What follows belongs to an exercise in optimizing a design on an open flow for small area and a short achievable clock period; a production flow would make more cautious choices. Function was checked by simulation only, so behaviour that the tests miss may differ from the original. Power is estimated from default activity; no workload was simulated.

==> flow/design.v <==
module packet_identifier #(
    parameter GEN1_PIPEWIDTH = 8 ,	
	parameter GEN2_PIPEWIDTH = 16 ,	
	parameter GEN3_PIPEWIDTH = 32 ,	
	parameter GEN4_PIPEWIDTH = 8 ,	
	parameter GEN5_PIPEWIDTH =8
)(
input [511:0]data_in,
input [63:0]DK,
input valid_pd,
input [2:0]gen,
input linkup,
input clk,
input rst,
input [4:0]numberOfDetectedLanes,
input [127:0]syncHeader,
output [511:0] data_out,
output [63:0]pl_valid,
output [63:0]pl_dlpstart,
output [63:0]pl_dlpend,
output [63:0]pl_tlpstart,
output [63:0]pl_tlpedb,
output [63:0]pl_tlpend,
output w
);
wire hld;
wire sel;
wire [63:0]valid;
wire [511:0]data;
wire [511:0]data_sel1;
wire [511:0]data_sel2;
wire [383:0] bytetype_sel1;
wire [63:0]DK_in;
wire [383:0] bytetype_sel2;
Gen1_2_DataPath gen1_2_db(
    .Data_in(data_in),
    .DK(DK),
    .valid(valid),
    .Data_out(data_sel1),
    .clk(clk),
    .rst(rst),
    .dlpstart   (bytetype_sel1[63:0]    ),
    .dlpend     (bytetype_sel1[127:64]  ),
    .tlpstart   (bytetype_sel1[191:128]  ),
    .tlpedb     (bytetype_sel1[255:192] ),
.tlpend         (bytetype_sel1[319:256]  ),
    .valid_d    (bytetype_sel1[383:320  ])
);
Gen3_DataPath gen3_db(
    .Data_in(data_in),
    .syncHeader(syncHeader),
    .valid(valid),
    .clk(clk),
    .Data_out(data_sel2),
    .dlpstart (bytetype_sel2[63:0]   ),
    .dlpend   (bytetype_sel2[127:64] ),
    .tlpstart (bytetype_sel2[191:128]),
    .tlpedb   (bytetype_sel2[255:192]),
    .tlpend   (bytetype_sel2[319:256]),
    .valid_d  (bytetype_sel2[383:320])  ,
    .rst(rst)
);
Gen_ctrl #(
     .GEN1_PIPEWIDTH(GEN1_PIPEWIDTH),	
	 .GEN2_PIPEWIDTH(GEN2_PIPEWIDTH),	
	 .GEN3_PIPEWIDTH(GEN3_PIPEWIDTH),								
	 .GEN4_PIPEWIDTH(GEN4_PIPEWIDTH),	
	 .GEN5_PIPEWIDTH(GEN5_PIPEWIDTH)
) gen_ctrl(
    .valid_pd(valid_pd),
    .gen(gen),
    .linkup(linkup),
    .numberOfDetectedLanes(numberOfDetectedLanes),
    .sel(sel),
    .valid(valid),
    .w(w)
);
Gen_mux gen_mux(
    .data_in1(data_sel1),
    .data_in2(data_sel2),
    .bytetype1(bytetype_sel1),
    .bytetype2(bytetype_sel2),
    .sel(sel),
    .data_out(data_out),
    .ByteType({pl_valid,pl_tlpend,pl_tlpedb,pl_tlpstart,pl_dlpend,pl_dlpstart})
);
endmodule
module Gen_ctrl
 #( 
    parameter GEN1_PIPEWIDTH = 8 ,	
	parameter GEN2_PIPEWIDTH = 16 ,	
	parameter GEN3_PIPEWIDTH = 32 ,								
	parameter GEN4_PIPEWIDTH = 8 ,	
	parameter GEN5_PIPEWIDTH = 8 
)(
    input valid_pd,
    input [2:0]gen,
    input linkup,
    input [4:0]numberOfDetectedLanes,
    output sel,
    output [63:0]valid,
    output w
);
localparam gen1_sel = 3'd1;
localparam gen2_sel = 3'd2;
localparam gen3_sel = 3'd3;
localparam gen4_sel = 3'd4;
localparam gen5_sel = 3'd5;
localparam N = 64;
reg [63:0]valid_reg;
always @*
begin
    case (gen)
    gen1_sel: 
        case (numberOfDetectedLanes)
            5'b00001: valid_reg = {{(64 - (GEN1_PIPEWIDTH/8)*1){1'b0}},{(GEN1_PIPEWIDTH/8)*1{1'b1}}};
            5'b00010: valid_reg = {{(64 - (GEN1_PIPEWIDTH/8)*2){1'b0}},{(GEN1_PIPEWIDTH/8)*2{1'b1}}};
            5'b00100: valid_reg = {{(64 - (GEN1_PIPEWIDTH/8)*4){1'b0}},{(GEN1_PIPEWIDTH/8)*4{1'b1}}};
            5'b01000: valid_reg = {{(64 - (GEN1_PIPEWIDTH/8)*8){1'b0}},{(GEN1_PIPEWIDTH/8)*8{1'b1}}};
            default: valid_reg = {{(64 - (GEN1_PIPEWIDTH/8)*16){1'b0}},{(GEN1_PIPEWIDTH/8)*16{1'b1}}}; 
        endcase 
    gen2_sel:
        case (numberOfDetectedLanes)
            5'b00001: valid_reg = {{(64 - (GEN2_PIPEWIDTH/8)*1){1'b0}},{(GEN2_PIPEWIDTH/8)*1{1'b1}}};
            5'b00010: valid_reg = {{(64 - (GEN2_PIPEWIDTH/8)*2){1'b0}},{(GEN2_PIPEWIDTH/8)*2{1'b1}}};
            5'b00100: valid_reg = {{(64 - (GEN2_PIPEWIDTH/8)*4){1'b0}},{(GEN2_PIPEWIDTH/8)*4{1'b1}}};
            5'b01000: valid_reg = {{(64 - (GEN2_PIPEWIDTH/8)*8){1'b0}},{(GEN2_PIPEWIDTH/8)*8{1'b1}}};
            default: valid_reg = {{(64 - (GEN2_PIPEWIDTH/8)*16){1'b0}},{(GEN2_PIPEWIDTH/8)*16{1'b1}}}; 
        endcase 
    gen3_sel: 
        case (numberOfDetectedLanes)
            5'b00001: valid_reg = {{(64 - (GEN3_PIPEWIDTH/8)*1){1'b0}},{(GEN3_PIPEWIDTH/8)*1{1'b1}}};
            5'b00010: valid_reg = {{(64 - (GEN3_PIPEWIDTH/8)*2){1'b0}},{(GEN3_PIPEWIDTH/8)*2{1'b1}}};
            5'b00100: valid_reg = {{(64 - (GEN3_PIPEWIDTH/8)*4){1'b0}},{(GEN3_PIPEWIDTH/8)*4{1'b1}}};
            5'b01000: valid_reg = {{(64 - (GEN3_PIPEWIDTH/8)*8){1'b0}},{(GEN3_PIPEWIDTH/8)*8{1'b1}}};
            default: valid_reg = {{(64 - (GEN3_PIPEWIDTH/8)*16){1'b0}},{(GEN3_PIPEWIDTH/8)*16{1'b1}}}; 
        endcase 
    gen4_sel: 
        case (numberOfDetectedLanes)
            5'b00001: valid_reg = {{(64 - (GEN4_PIPEWIDTH/8)*1){1'b0}},{(GEN4_PIPEWIDTH/8)*1{1'b1}}};
            5'b00010: valid_reg = {{(64 - (GEN4_PIPEWIDTH/8)*2){1'b0}},{(GEN4_PIPEWIDTH/8)*2{1'b1}}};
            5'b00100: valid_reg = {{(64 - (GEN4_PIPEWIDTH/8)*4){1'b0}},{(GEN4_PIPEWIDTH/8)*4{1'b1}}};
            5'b01000: valid_reg = {{(64 - (GEN4_PIPEWIDTH/8)*8){1'b0}},{(GEN4_PIPEWIDTH/8)*8{1'b1}}};
            default: valid_reg = {{(64 - (GEN4_PIPEWIDTH/8)*16){1'b0}},{(GEN4_PIPEWIDTH/8)*16{1'b1}}}; 
        endcase 
    gen5_sel: 
        case (numberOfDetectedLanes)
            5'b00001: valid_reg = {{(64 - (GEN5_PIPEWIDTH/8)*1){1'b0}},{(GEN5_PIPEWIDTH/8)*1{1'b1}}};
            5'b00010: valid_reg = {{(64 - (GEN5_PIPEWIDTH/8)*2){1'b0}},{(GEN5_PIPEWIDTH/8)*2{1'b1}}};
            5'b00100: valid_reg = {{(64 - (GEN5_PIPEWIDTH/8)*4){1'b0}},{(GEN5_PIPEWIDTH/8)*4{1'b1}}};
            5'b01000: valid_reg = {{(64 - (GEN5_PIPEWIDTH/8)*8){1'b0}},{(GEN5_PIPEWIDTH/8)*8{1'b1}}};
            default: valid_reg = {{(64 - (GEN5_PIPEWIDTH/8)*16){1'b0}},{(GEN5_PIPEWIDTH/8)*16{1'b1}}}; 
        endcase 
    default:
    valid_reg = 64'b0;
    endcase
end
assign sel =(gen == gen1_sel | gen == gen2_sel)? 1'b0:1'b1;
assign w = valid_pd & linkup;
assign valid = valid_reg;  
endmodule
module Gen1_2_DataPath(
    input [511:0]Data_in,
    input [63:0]DK,
    input [63:0]valid,
    output [511:0]Data_out,
    input clk,
    input rst,
    output [63:0]dlpstart ,
    output [63:0]dlpend   ,
    output [63:0]tlpstart ,
    output [63:0]tlpedb   ,
    output [63:0]tlpend   ,
    output [63:0]valid_d
);
wire [63:0]tlp_or_dllp1;
wire [63:0]tlp_or_dllp2;
localparam N = 64;
wire [1:0]tlp_or_dllp_reg_in;
wire [1:0]tlp_or_dllp_reg_out;
assign Data_out = Data_in;
generate
    genvar i;
    for(i=0;i<64;i = i + 1)
        begin  : generate_checkbytes
          if(i == 0)
          begin
            check_byte CheckByte(
                .data_in(Data_in[8*(i+1)-1:8*i]),
                .tlp_or_dllp_in(tlp_or_dllp_reg_out),
                .valid(valid[i]),
                .DK(DK[i]),
                .byte_type({valid_d[i],tlpstart[i],tlpend[i],dlpend[i],dlpstart[i],tlpedb[i]}),
                .tlp_or_dllp_out({tlp_or_dllp1[0],tlp_or_dllp2[0]})
            );  
          end
          else if (i == N-1) begin
              check_byte CheckByte(
                .data_in(Data_in[8*(i+1)-1:8*i]),
                .tlp_or_dllp_in({tlp_or_dllp1[62],tlp_or_dllp2[62]}),
                .valid(valid[i]),
                .DK(DK[i]),
                .byte_type({valid_d[i],tlpstart[i],tlpend[i],dlpend[i],dlpstart[i],tlpedb[i]}),
                .tlp_or_dllp_out(tlp_or_dllp_reg_in)
            );  
          end
          else 
          begin
             check_byte CheckByte(
                .data_in(Data_in[8*(i+1)-1:8*i]),
                .tlp_or_dllp_in({tlp_or_dllp1[i-1],tlp_or_dllp2[i-1]}),
                .valid(valid[i]),
                .DK(DK[i]),
                .byte_type({valid_d[i],tlpstart[i],tlpend[i],dlpend[i],dlpstart[i],tlpedb[i]}),
                .tlp_or_dllp_out({tlp_or_dllp1[i],tlp_or_dllp2[i]})
            );      
          end  
        end
endgenerate
reg [1:0] data_out_reg;
always @(posedge clk) begin
    if (!rst)
        data_out_reg <= 2'b00;
    else
        data_out_reg <= tlp_or_dllp_reg_in;
end
assign tlp_or_dllp_reg_out = data_out_reg;
endmodule
module Gen3_DataPath(
  input  [511:0]Data_in,
  input  [63:0]valid,
  input  [127:0]syncHeader,
input    clk,
input rst,
  output [511:0]Data_out,
  output [63:0]dlpstart ,
  output [63:0]dlpend   ,
  output [63:0]tlpstart ,
  output [63:0]tlpedb   ,
  output [63:0]tlpend   ,
  output [63:0]valid_d
);
localparam N = 65;
wire [11:0]count_limit[0:64];
wire [11:0]count_byte[0:64]; 
wire [2:0]header_byte[0:64];
assign Data_out = Data_in;
generate
  genvar i;
  for(i=0;i<64;i = i + 1)
      begin  : generate_checkbytes_gen3
        if(i == 0)
        begin
          Gen_3_check_byte CheckByte3(
              .data_in(Data_in[8*(i+1)-1:8*i]),
              .byte_count_in(count_byte[N-1]),
              .byte_header_in(header_byte[N-1]),
              .count_limit_in(count_limit[N-1]),
              .syncHeader(syncHeader[2*(i+1)-1:2*i]),
              .valid(valid[i]),
              .byte_count_out(count_byte[i]),
              .byte_header_out(header_byte[i]),
              .count_limit_out(count_limit[i]),
              .byte_type({valid_d[i],tlpstart[i],tlpend[i],dlpend[i],dlpstart[i],tlpedb[i]}),
              .rst(rst)
          );  
        end
        else if (i == N-2) begin
            Gen_3_check_byte CheckByte3(
              .data_in(Data_in[8*(i+1)-1:8*i]),
              .byte_count_in( count_byte[62]  ),
              .byte_header_in(header_byte[62]),
              .count_limit_in(count_limit[62]),
              .syncHeader    (syncHeader[2*(i+1)-1:2*i]),
              .valid(valid[i]),
              .byte_count_out(count_byte[i]),
              .byte_header_out(header_byte[i]),
              .count_limit_out(count_limit[i]),
              .byte_type({valid_d[i],tlpstart[i],tlpend[i],dlpend[i],dlpstart[i],tlpedb[i]}),
              .rst(rst)  
            );  
        end
        else 
        begin
          Gen_3_check_byte CheckByte3(
            .data_in(Data_in[8*(i+1)-1:8*i]),
            .byte_count_in(count_byte[i-1]),
            .byte_header_in(header_byte[i-1]),
            .count_limit_in(count_limit[i-1]),
            .syncHeader(syncHeader[2*(i+1)-1:2*i]),
            .valid(valid[i]),
            .byte_count_out(count_byte[i]),
            .byte_header_out(header_byte[i]),
            .count_limit_out(count_limit[i]),
            .byte_type({valid_d[i],tlpstart[i],tlpend[i],dlpend[i],dlpstart[i],tlpedb[i]}),
            .rst(rst)  
          );    
        end  
      end
endgenerate
reg [26:0] data_out_reg;
always @(posedge clk) begin
    data_out_reg <= {count_byte[63],header_byte[63],count_limit[63]};
end
assign {count_byte[64],header_byte[64],count_limit[64]} = data_out_reg;
endmodule
module check_byte(
    input   [7:0]data_in,
    input   [1:0]tlp_or_dllp_in, 
    input   valid,
    input   DK,
    output  [5:0]byte_type,
    output  [1:0]tlp_or_dllp_out
);
    localparam STP = 8'b111_11011 ;
    localparam SDP = 8'b010_11100 ;
    localparam END = 8'b111_11101 ;
    localparam EDB = 8'b111_11110 ;
    localparam PAD = 8'b111_10111;
    localparam data       = 6'b100_000;
    localparam  not_valid = 6'b000_000;
    localparam tlpstart   = 6'b010_000;
    localparam tlpend     = 6'b001_000;
    localparam dllpend    = 6'b000_100;
    localparam dllpstart  = 6'b000_010;
    localparam tlpedb     = 6'b000_001;
    localparam tlp = 2'b01;
    localparam dllp = 2'b10;
    localparam not_valid_data = 2'b00 ;
    reg[5:0] type_reg;    
    reg [1:0]tlp_or_dllp_out_reg;
    reg [1:0]tlp_or_dllp_in_reg;
    always @*
    begin
        tlp_or_dllp_out_reg=tlp_or_dllp_in;
        type_reg=not_valid;  
        if(valid)begin
            if(DK)
            begin
              case (data_in)
            SDP:begin
                tlp_or_dllp_out_reg = dllp;
                type_reg = dllpstart;
            end 
            STP:begin
                    tlp_or_dllp_out_reg = tlp;  
                    type_reg = tlpstart;
                end
            END:begin
                if (tlp_or_dllp_in == dllp)
                    begin
                        tlp_or_dllp_out_reg = not_valid_data;
                        type_reg = dllpend;
                    end
                 if (tlp_or_dllp_in == tlp) begin
                    tlp_or_dllp_out_reg = not_valid_data;
                    type_reg = tlpend;     
                 end
                end    
            EDB: begin
                type_reg = tlpedb ;
                tlp_or_dllp_out_reg = not_valid_data;
                end             
            default:type_reg = not_valid; 
              endcase  
            end
            else 
            begin
              if(tlp_or_dllp_in != not_valid_data)begin 
               type_reg=data;
              end 
            end
        end
    end
assign byte_type = type_reg;
assign tlp_or_dllp_out = tlp_or_dllp_out_reg;
endmodule
module Gen_3_check_byte(
    input   [7:0]data_in,
    input   valid,
    input   [11:0]byte_count_in,
    input   [2:0]byte_header_in,
    input   [11:0]count_limit_in,
    input   [1:0]syncHeader,
    input rst,
    output   [5:0]byte_type,
    output   [11:0]byte_count_out,
    output   [2:0]byte_header_out,
    output   [11:0]count_limit_out
);
    localparam STP = 4'b1111 ;
    localparam SDP_byte1 = 8'b1111_0000;
    localparam SDP_byte2 = 8'b0101_0011 ;
    localparam not_header =3'b000;
    localparam sdp1 = 3'b001;
    localparam sdp2 = 3'b010;
    localparam stp1 = 3'b011;
    localparam stp2 = 3'b100;
    localparam stp3 = 3'b101;
    localparam stp4 = 3'b111;
    localparam edb1 = 3'b110;
    localparam data       = 6'b100_000;
    localparam not_valid  = 6'b000_000;
    localparam tlpstart   = 6'b010_000;
    localparam tlpend     = 6'b001_000;
    localparam dllpend    = 6'b000_100;
    localparam dllpstart  = 6'b000_010;
    localparam tlpedb     = 6'b000_001;
reg   [11:0]byte_count_in_reg;
reg   [2:0]byte_header_in_reg;
reg   [11:0]count_limit_in_reg;
reg   [5:0]type_reg;
always @(*) begin
    byte_count_in_reg = byte_count_in;
    byte_header_in_reg = byte_header_in;
    count_limit_in_reg = count_limit_in;
    type_reg = not_valid;
    if(!rst)
    begin
        byte_count_in_reg = 0;
        byte_header_in_reg= 0;
        count_limit_in_reg= 0;    
    end
    else
    begin
        if(valid  & (syncHeader == 2'b10))
        begin
           if(data_in == SDP_byte1 & byte_header_in == 2'b00)
        begin
            byte_header_in_reg = sdp1;
        end
        else if ((data_in == SDP_byte2) & (byte_header_in == sdp1) ) 
        begin
            count_limit_in_reg = 12'd8;
            byte_count_in_reg = 12'd0;
            type_reg = dllpstart;
            byte_header_in_reg = sdp2;
        end
        if(data_in[3:0] == STP  & byte_header_in == 2'b00)
            begin
                byte_header_in_reg = stp1;
                count_limit_in_reg[3:0] = data_in[7:4];
            end
            else if (byte_header_in == stp1) 
            begin
                byte_header_in_reg = stp2;
                count_limit_in_reg[11:4] = data_in;
            end
            else if (byte_header_in == stp2) 
            begin
                byte_header_in_reg = stp3;
                count_limit_in_reg = count_limit_in_reg << 2;
            end
            else if (byte_header_in == stp3) 
            begin
                byte_count_in_reg = 12'd0;
                type_reg = tlpstart;
                byte_header_in_reg = stp4;
            end
         if((byte_count_in < count_limit_in) && (byte_header_in == stp4))
        begin
            byte_count_in_reg = byte_count_in_reg + 1;
            type_reg = data;
        end
        else if((byte_count_in ==count_limit_in) & (byte_header_in == stp4))
        begin
            count_limit_in_reg = 0;
            byte_count_in_reg = 0;
            byte_header_in_reg = 0;
            if(data_in ==8'b1100_0000)
                type_reg = tlpedb;
            else   
                type_reg = tlpend;
        end 
        if((byte_count_in < count_limit_in) && (byte_header_in == sdp2))
        begin
            byte_count_in_reg = byte_count_in_reg + 1;
            type_reg = data;
        end
        else if((byte_count_in == 8) & (byte_header_in == sdp2))
        begin
            count_limit_in_reg = 0;
            byte_count_in_reg = 0;
            byte_header_in_reg = 0;
            type_reg = dllpend;
        end  
        end
    end
end
assign byte_count_out = byte_count_in_reg;
assign byte_header_out = byte_header_in_reg;
assign count_limit_out = count_limit_in_reg;
assign byte_type = type_reg;
endmodule
module Gen_mux(
    input [511:0]data_in1,
    input [511:0]data_in2,
    input [383:0]bytetype1,
    input [383:0]bytetype2,
    input sel,
    output [511:0]data_out,
    output [383:0] ByteType
);
   assign data_out = sel? data_in2:data_in1;
   assign ByteType = sel? bytetype2:bytetype1;
endmodule
==> flow/run.sh <==
#!/bin/bash
# synth_recipe.tcl (not shown) runs the flow's synth.tcl, then flattens the netlist and writes it again
# the make line also repeats each setting of config.mk as NAME=value (left out here)
make -C /OpenROAD-flow-scripts/flow DESIGN_CONFIG=/design/flow/config.mk WORK_HOME=/design/flow/orfs CLKGATE_MAP_FILE= SYNTH_SCRIPT=/design/flow/synth_recipe.tcl finish
==> flow/config.mk <==
export PLATFORM = sky130hd
export DESIGN_NAME = packet_identifier
export DESIGN_NICKNAME = packet_identifier
export VERILOG_FILES = /design/flow/design.v
export SDC_FILE = /design/flow/constraint.sdc
export NUM_CORES = 4
export LEC_CHECK = 0
export CAP_MARGIN = 20
export CELL_PAD_IN_SITES_DETAIL_PLACEMENT = 2
export CELL_PAD_IN_SITES_GLOBAL_PLACEMENT = 2
export CORE_MARGIN = 2
export CORE_UTILIZATION = 25
export PLACE_DENSITY = 0.4
export SLEW_MARGIN = 20
==> flow/constraint.sdc <==
create_clock -name core_clock -period 500.0 [get_ports {clk}]
set_input_delay 100.0000 -clock core_clock [delete_from_list [all_inputs] [get_ports {clk}]]
set_output_delay 100.0000 -clock core_clock [all_outputs]
set_load 0.01 [all_outputs]
==> notes.md <==
[synth_stat cells, types with 134 or more instances]
cell          n
nand3_1     967
or4_1       152
nor2_2      134
ha_1        896
o22ai_1     310
o21ai_1     274
o21ai_2     158
nand2b_1    260
and3_2      175
mux2i_1     356
or3_1       182
a31oi_1     351
a21o_1      306
and3_1      163
or2_2       142
and2_2      217
clkbuf_1    306
clkbuf_8    455
buf_6       360
o21ai_0    1557
a21oi_1    1591
xor2_1      166
a211oi_1    272
o211ai_1    335
and2_1      154
inv_1       761
a21oi_2     177
nor4_1      465
nand4_1     718
o2111ai_1   161
o31ai_1     226
buf_4       586
o21a_1      196
a22oi_1     202
nor3_1      890
nor2_1     2470
xnor2_1     192
nor2b_1     189
nand2_1    2782
[timing repair]
action / CTS / global route
setup buffers: 0 / 3
setup endpoints to repair: 0 / 11
gates resized for setup: 0 / 24
[per-stage QoR]
| step | hold WS (ps) | setup TNS [ps] | instances | utilization [%] | area [µm²] |
|---|---|---|---|---|---|
| 2_1_floorplan | 3220 | 0 | 26600 | - | 190000 |
| 3_3_place_gp | 6690 | 0 | 37100 | 27.3 | 206000 |
| 3_5_place_dp | 6710 | 0 | 37100 | 27.3 | 206000 |
| 4_1_cts | 6730 | 0 | 37100 | 27.3 | 206000 |
| 5_1_grt | 6800 | -158 | 37100 | 27.4 | 207000 |
| 6_report | 6790 | 0 | 37100 | 27.4 | 207000 |
[final cells by class]
type                    instances  area, µm²
clock inverters                 3       17.5
well taps                   10100      12700
repair buffers               2381      22000
clock buffers                   5        125
fillers                     89600     548000
diodes                         47        118
flip-flops and latches         29        581
multi-input cells           23600     167000
inverters                     938       4020
[logic make-up (layout without fill, tap and decap cells)]
kind of cell	Yosys count	count (layout)	share of synthesized area, %
fa+ha+maj	896	896	5.91
mux	588	588	3.50
compound gates	9514	9514	39.5
flops	29	29	0.306
other cells	0	47	0
xor+xnor	374	374	1.79
buf+inv	2927	3327	12.0
simple gates	12300	12300	37.0
[layer usage]
layer | vias to the layer above | global-route usage, %
li1 | 104000 | -
met2 | 5102 | 52.9
met5 | - | 0
met3 | 1082 | 1.87
met1 | 120000 | 41.3
met4 | 20 | 11.9
[cell usage in the layout, fill, tap and decap left out, types with 309 or more instances in the layout]
cell and instances:
o22ai_1 309, buf_4 764, clkdlybuf4s50_1 1611, nor3_1 878, a31oi_1 346, o21ai_0 1541
o211ai_1 335, inv_1 760, a21oi_1 1583, ha_1 896, nand4_1 718, nand3_1 966
nor4_1 444, mux2i_1 355, nor2_1 2460, nand2_1 2778
==> impl_metrics.py <==
metrics = {
    "run_status": {
        "status": "finished clean",
    },
    "critical_path": {
        "cpPeakStageDelay_ps": 780,
        "reg2reg_from": "gen3_db.data_out_reg[22]",
        "r2r_cells": 1078,
        "cp_slowest_cell": "or4_2",
        "crit_path_start_kind": "input pin",
        "critPathKind": "input pin to output port",
        "cp.arrival_ps": 378370,
        "endpoint": "pl_tlpend[63]",
        "required_ps": 400000,
        "cp.buffers_inverters": 43,
        "crit_family": "compound AO/OA/AOI/OAI gates",
        "crit_path_frequent_cell": "a21oi_1",
        "critPathLaunch": "data_in[4]",
        "worst_setup_path_end_kind": "output port",
        "r2r_slack_ps": 219130,
        "cp_max_fo": 19,
        "r2r-end": "gen3_db.data_out_reg[26]",
        "worst-path-stages": 834,
    },
    "cts": {
        "ctsRootBufferMaster": "clkbuf_16",
        "cts_tree": "done",
        "clk_pin_slew_ps": 50,
        "clk_latency_ps": 280,
        "clock_sinks": 29,
        "hold_buffers": 0,
        "ctsHtreeMaxLevel": 2,
        "clockBufferDepth": 2,
        "cts_made_buffers": 5,
    },
    "placement": {
        "hpwl_um": 1050000,
        "dp_slack_ps": 20040,
        "io_buffer_count": 1612,
        "place_congestion": 0.921,
    },
    "synthesis": {
        "ys_types": 258,
        "ys_seq_area_share_pct": 0.306,
        "synth_top_cell_by_area": "ha_1",
        "synthTopCellsByArea": "ha_1 5.9%, nand2_1 5.5%, nor2_1 4.9%",
        "syn_inst": 26600,
        "async_reset_ff_share_pct": 0,
        "synth_top_area_share_pct": 5.91,
        "syn-mean-instance-area_um2": 7.13,
        "synth_edf_count": 0,
        "synthesis.area_mm2": 0.190,
        "synth_warnings": 5,
        "ys_dominant_reg_cell": "dfxtp_1",
        "synth_nets": 28200,
        "ys_seq_elements": 29,
    },
    "routing": {
        "wl_um": 1260000,
        "vias_per_cell": 6.19,
        "wl_met1_um": 573000,
        "detail_route.wl_per_cell_um": 34.0,
        "drcViolationCount": 0,
        "drtIter0Drc": 15800,
        "ant_nets": 0,
        "vias": 230000,
        "routed.top_layer": "met5",
        "route.met3.wl_um": 40900,
        "route.met2.wl_um": 593000,
        "drt_pre_antenna_iters": 6,
    },
    "sta": {
        "setup_ws_ps": 21630,
        "setup_violations": 0,
        "min_period_over_period_pct": 95.7,
        "period_minus_slack_ps": 478370,
        "maxSlewHeadroom_pct": 10.1,
        "fmax_mhz": 2.09,
        "finalHoldViolCount": 0,
        "skew_ps": 6.34,
        "tightest_slew_ps": 1350,
        "slew_violations": 0,
    },
    "power": {
        "p_seq_w": 0.00000304,
        "switchingPower_w": 0.000140,
        "swShare_pct": 67.0,
        "power_density_mw_per_mm2": 1.01,
        "top_power_group": "combinational cells",
        "combPwrFrac_pct": 97.2,
        "p_clk_share_pct": 1.4,
        "p_comb_w": 0.000202,
        "p_total_w": 0.000208,
        "powerClk_w": 0.00000289,
        "seq_power_share_pct": 1.5,
        "p_leak_nw": 71.2,
        "ir_worst_vdd_mv": 0.00112,
        "p_int_w": 0.0000687,
    },
    "finish": {
        "drive_gt1_share_pct": 19.9,
        "area_growth_pct": 9.04,
        "finish.net_count": 28600,
        "largest_reg_flops": 27,
    },
    "global_routing": {
        "grt_util_all_layers_pct": 31.2,
        "grt_pass1_wl_um": 1800000,
        "grt_pass1_vias": 236000,
        "grt_remaining_overflow": 0,
        "antenna_found_initial": 96,
        "grt_max_degree": 61,
    },
    "worst_hold_path": {
        "hold_path.startpoint": "gen1_2_db.data_out_reg[1]",
        "min-delay-path-class": "flop to flop",
        "hold_depth": 26,
        "min_to": "gen1_2_db.data_out_reg[0]",
    },
    "floorplan": {
        "die_w_um": 875,
        "pin_count": 1613,
        "fp.dieH_um": 875,
        "coreArea_mm2": 0.755,
        "rows": 319,
        "fp.dieArea_mm2": 0.765,
        "initial_utilization_pct": 25.1,
    },
    "flow_run": {
        "max_cap_viol_count": 0,
    },
}

port drivers added, routing unchanged:
The results above use ideal ports. As a check the final layout listed here was re-extracted and re-timed, cells and wires unchanged. Step 1: set_driving_cell puts a clkbuf_16 on clk and a buf_2 on each other input, an assumption about the parent block. Step 2 adds t to the input delays and takes it off the output delays; t is the mean of the earliest and latest rising clock arrival at the registers after step 1. Input paths then give back, and output paths get back, about the clock's delay inside the block. Slacks: ideal ports / drivers / drivers and shift; pairs: ideal ports / drivers.
t (ns): 0.347
setup WS [ns]: 21.629 / 21.606 / 21.606
worst slew at a driven data input, ns: 0.40
pins driven straight from the clock port: 1
After both steps setup and hold are still met in this run. For this run, drivers alone change the setup slack by -0.023 ns; drivers and shift together by -0.023 ns.
